Source: an optimization exercise on an open RTL-to-GDS flow (aim: small area, a short achievable clock period and few clock cycles per item). Production flows keep margins and buffers that such runs may drop.
Where RTL was checked, it was by simulation tests only, not by an equivalence proof against the original.

## run 1
==> flow/design.v <==
`timescale 1ns/1ns
module shapipe(
    input wire [0:511] message,
    input wire clk,
    input wire reset,
    output wire ready,
    output wire [255:0] hashvalue);
    localparam [31:0] H0 = 32'h6a09e667, H1 = 32'hbb67ae85,
                      H2 = 32'h3c6ef372, H3 = 32'ha54ff53a,
                      H4 = 32'h510e527f, H5 = 32'h9b05688c,
                      H6 = 32'h1f83d9ab, H7 = 32'h5be0cd19;
    function [31:0] ror(input [31:0] x, input integer n);
        ror = (x >> n) | (x << (32 - n));
    endfunction
    function [31:0] bs0(input [31:0] x);    
        bs0 = ror(x, 2) ^ ror(x, 13) ^ ror(x, 22);
    endfunction
    function [31:0] bs1(input [31:0] x);    
        bs1 = ror(x, 6) ^ ror(x, 11) ^ ror(x, 25);
    endfunction
    function [31:0] ss0(input [31:0] x);    
        ss0 = ror(x, 7) ^ ror(x, 18) ^ (x >> 3);
    endfunction
    function [31:0] ss1(input [31:0] x);    
        ss1 = ror(x, 17) ^ ror(x, 19) ^ (x >> 10);
    endfunction
    function [31:0] ch(input [31:0] x, input [31:0] y, input [31:0] z);
        ch = (x & y) ^ (~x & z);
    endfunction
    function [31:0] maj(input [31:0] x, input [31:0] y, input [31:0] z);
        maj = (x & y) | (x & z) | (y & z);
    endfunction
    function [31:0] kc(input [5:0] i);
        case (i)
        6'd00: kc = 32'h428a2f98; 6'd01: kc = 32'h71374491; 6'd02: kc = 32'hb5c0fbcf; 6'd03: kc = 32'he9b5dba5;
        6'd04: kc = 32'h3956c25b; 6'd05: kc = 32'h59f111f1; 6'd06: kc = 32'h923f82a4; 6'd07: kc = 32'hab1c5ed5;
        6'd08: kc = 32'hd807aa98; 6'd09: kc = 32'h12835b01; 6'd10: kc = 32'h243185be; 6'd11: kc = 32'h550c7dc3;
        6'd12: kc = 32'h72be5d74; 6'd13: kc = 32'h80deb1fe; 6'd14: kc = 32'h9bdc06a7; 6'd15: kc = 32'hc19bf174;
        6'd16: kc = 32'he49b69c1; 6'd17: kc = 32'hefbe4786; 6'd18: kc = 32'h0fc19dc6; 6'd19: kc = 32'h240ca1cc;
        6'd20: kc = 32'h2de92c6f; 6'd21: kc = 32'h4a7484aa; 6'd22: kc = 32'h5cb0a9dc; 6'd23: kc = 32'h76f988da;
        6'd24: kc = 32'h983e5152; 6'd25: kc = 32'ha831c66d; 6'd26: kc = 32'hb00327c8; 6'd27: kc = 32'hbf597fc7;
        6'd28: kc = 32'hc6e00bf3; 6'd29: kc = 32'hd5a79147; 6'd30: kc = 32'h06ca6351; 6'd31: kc = 32'h14292967;
        6'd32: kc = 32'h27b70a85; 6'd33: kc = 32'h2e1b2138; 6'd34: kc = 32'h4d2c6dfc; 6'd35: kc = 32'h53380d13;
        6'd36: kc = 32'h650a7354; 6'd37: kc = 32'h766a0abb; 6'd38: kc = 32'h81c2c92e; 6'd39: kc = 32'h92722c85;
        6'd40: kc = 32'ha2bfe8a1; 6'd41: kc = 32'ha81a664b; 6'd42: kc = 32'hc24b8b70; 6'd43: kc = 32'hc76c51a3;
        6'd44: kc = 32'hd192e819; 6'd45: kc = 32'hd6990624; 6'd46: kc = 32'hf40e3585; 6'd47: kc = 32'h106aa070;
        6'd48: kc = 32'h19a4c116; 6'd49: kc = 32'h1e376c08; 6'd50: kc = 32'h2748774c; 6'd51: kc = 32'h34b0bcb5;
        6'd52: kc = 32'h391c0cb3; 6'd53: kc = 32'h4ed8aa4a; 6'd54: kc = 32'h5b9cca4f; 6'd55: kc = 32'h682e6ff3;
        6'd56: kc = 32'h748f82ee; 6'd57: kc = 32'h78a5636f; 6'd58: kc = 32'h84c87814; 6'd59: kc = 32'h8cc70208;
        6'd60: kc = 32'h90befffa; 6'd61: kc = 32'ha4506ceb; 6'd62: kc = 32'hbef9a3f7; default: kc = 32'hc67178f2;
        endcase
    endfunction
    function [31:0] kn(input [5:0] t);
        case (t)
        6'd62: kn = 32'hc67178f2 + H0;
        6'd63: kn = H7;
        default: kn = kc(t + 6'd1);
        endcase
    endfunction
    function [31:0] knx(input [5:0] t);
        case (t)
        6'd61: knx = 32'hc67178f2 + H0;
        6'd62: knx = H7;
        default: knx = kc(t + 6'd2);
        endcase
    endfunction
    localparam [31:0] T1C = H7 + bs1(H4) + ch(H4, H5, H6) + 32'h428a2f98;
    localparam [31:0] CA  = T1C + bs0(H0) + maj(H0, H1, H2);
    localparam [31:0] CE  = T1C + H3;
    localparam [31:0] CK1 = H6 + 32'h71374491;
    reg  [6:0]  t;                  
    reg  [31:0] a, b, c, d, e, f, g, hk, kq;
    reg  [31:0] w [0:15];
    wire        run  = ~t[6];
    reg         last, pen;          
    wire [31:0] s1e = bs1(e);
    wire [31:0] che = ch(e, f, g);
    wire [31:0] s0a = bs0(a);
    wire [31:0] mja = maj(a, b, c);
    wire [31:0] x1 = hk ^ s1e ^ che;
    wire [31:0] y1 = {maj(hk, s1e, che), 1'b0} ;
    wire [31:0] x2 = x1 ^ y1 ^ s0a;
    wire [31:0] y2 = {maj(x1, y1, s0a), 1'b0};
    wire [31:0] x3 = x2 ^ y2 ^ mja;
    wire [31:0] y3 = {maj(x2, y2, mja), 1'b0};
    wire [31:0] xe = x1 ^ y1 ^ d;
    wire [31:0] ye = {maj(x1, y1, d), 1'b0};
    wire [31:0] anew = x3 + y3;
    wire [31:0] enew = xe + ye;
    wire [31:0] wt   = last ? 32'd0 : w[2];
    wire [31:0] xh   = g ^ kq ^ wt;
    wire [31:0] yh   = {maj(g, kq, wt), 1'b0};
    wire [31:0] hkn  = xh + yh;
    wire [31:0] s0w  = ss0(~w[1]);
    wire [31:0] xw   = ~w[9] ^ s0w ^ w[0];
    wire [31:0] yw   = {maj(~w[9], s0w, w[0]), 1'b0};
    wire [31:0] s1w  = ss1(w[14]);
    wire [31:0] xw2  = xw ^ yw ^ s1w;
    wire [31:0] yw2  = {maj(xw, yw, s1w), 1'b0};
    wire [31:0] wnew = xw2 + yw2;
    wire [31:0] dadd = pen ? H4 - H0 : (last ? H3 : 32'd0);
    always @(posedge clk) begin
        pen  <= ~reset & (t == 7'd61);
        last <= ~reset & (t == 7'd62);
        kq   <= reset ? kc(6'd2) : knx(t[5:0]);
    end
    integer i;
    always @(posedge clk) begin
        if (reset) begin
            t  <= 7'd1;
            a  <= CA + message[0:31];
            b  <= H0;
            c  <= H1;
            d  <= H2;
            e  <= CE + message[0:31];
            f  <= H4;
            g  <= H5;
            hk <= CK1 + message[32:63];
        end else if (run) begin
            t  <= t + 7'd1;
            a  <= anew;
            e  <= enew;
            hk <= hkn;
            d  <= c + dadd;
            if (last) begin
                b <= a + H1;
                c <= b + H2;
                f <= e + H5;
                g <= f + H6;
            end else begin
                b <= a;
                c <= b;
                f <= e;
                g <= f;
            end
        end
    end
    always @(posedge clk) begin
        if (reset) begin
            for (i = 0; i < 16; i = i + 1)
                w[i] <= (i % 2) ? ~message[32*i +: 32] : message[32*i +: 32];
        end else begin
            for (i = 0; i < 15; i = i + 1)
                w[i] <= ~w[i+1];
            w[15] <= ~wnew;
        end
    end
    assign ready = t[6];
    assign hashvalue = {a, b, c, d, e, f, g, hk};
endmodule
export LEC_CHECK = 0
export ABC_CLOCK_PERIOD_IN_PS = 4000
export CAP_MARGIN = 20
export CORE_MARGIN = 2
export CORE_UTILIZATION = 55
export CTS_CLUSTER_DIAMETER = 100
export CTS_CLUSTER_SIZE = 25
export PLACE_DENSITY = 0.65
export SLEW_MARGIN = 20
export TNS_END_PERCENT = 50
create_clock -name core_clock -period 11.0 [get_ports {clk}]
standard.sh (not shown) runs the stock make flow with config.mk's settings and CLKGATE_MAP_FILE= SYNTH_SCRIPT=/design/flow/synth_recipe.tcl, a recipe that flattens the netlist after the stock synthesis.
==> flow/flow/run.sh <==
#!/bin/bash
set -euo pipefail
export BUFFER_PORTS_ARGS="-buffer_cell sky130_fd_sc_hd__buf_1"
export SETUP_SLACK_MARGIN=6
bash standard.sh > make_finish.log 2>&1
Testbench counts of run 1, summed over its fixed seeds: cycles 20,800, items 320.
diff inputs: run 1 => run 2
--- a/flow/design.v
+++ b/flow/design.v
@@ -70,5 +70,5 @@
     localparam [31:0] CK1 = H6 + 32'h71374491;
     reg  [6:0]  t;                  
-    reg  [31:0] a, b, c, d, e, f, g, hk, kq;
+    reg  [31:0] a, b, c, d, e, f, g, hk;
     reg  [31:0] w [0:15];
     wire        run  = ~t[6];
@@ -89,4 +89,5 @@
     wire [31:0] enew = xe + ye;
     wire [31:0] wt   = last ? 32'd0 : w[2];
+    wire [31:0] kq   = kn(t[5:0]);
     wire [31:0] xh   = g ^ kq ^ wt;
     wire [31:0] yh   = {maj(g, kq, wt), 1'b0};
@@ -103,5 +104,4 @@
         pen  <= ~reset & (t == 7'd61);
         last <= ~reset & (t == 7'd62);
-        kq   <= reset ? kc(6'd2) : knx(t[5:0]);
     end
     integer i;
--- outcome ---
Vias: run 2 more than run 1
On summed instance area of the synthesized netlist, run 2 tracks run 1 almost exactly.
Compared with run 1, clock-buffer cell count in run 2 decreased by a few percent.
Relative to run 1, post-detailed-route wirelength per cell has decreased by 0.37 um in run 2.
Chip height essentially unchanged between run 1 and run 2.
Changes observed in run 2 relative to run 1: final cell count climbed 221, number of setup buffers added after CTS climbed about 280%, final setup slack of the worst path dropped 360 ps, global-route track usage on met1 dropped 1.2 points, global-route usage climbed 0.33 points.
sky130_fd_sc_hd__edfxtp_1 as the worst-path cell with the longest stage delay was reported by run 1, and sky130_fd_sc_hd__fa_2 by run 2.
Looking at area of all sequential standard cells across run 1 and run 2, the one that comes out lower is run 2.
Function not checked in run 2: the RTL went through the layout flow alone.

-- separate check: timing with driven ports --
In the flow no input, the clock included, has a driving cell. The finished layouts below were timed again as built, in two steps.
Step 1 assumes that a clkbuf_16 drives the clock port and a buf_2 every other input.
Step 2 adds t to the input delays and takes it off the output delays; t is the mean of the earliest and latest rising clock arrival at the registers after step 1. Input paths then give back, and output paths get back, about the clock's delay inside the block.
a / b / c = ideal ports / drivers / drivers and shift; a / b = the first two.
run | t (ns) | slack for setup (ns) | worst setup path after step 2 | cell pins on the clock port's net
run 1 | 0.714 | 5.997 / 5.997 / 5.476 | input to register | 1
run 2 | 0.725 | 5.634 / 5.634 / 5.428 | input to register | 1
After both steps every run listed still meets setup and hold. For run 1, which loses most, drivers alone change the setup slack by 0.000 ns; drivers and shift together by -0.521 ns.
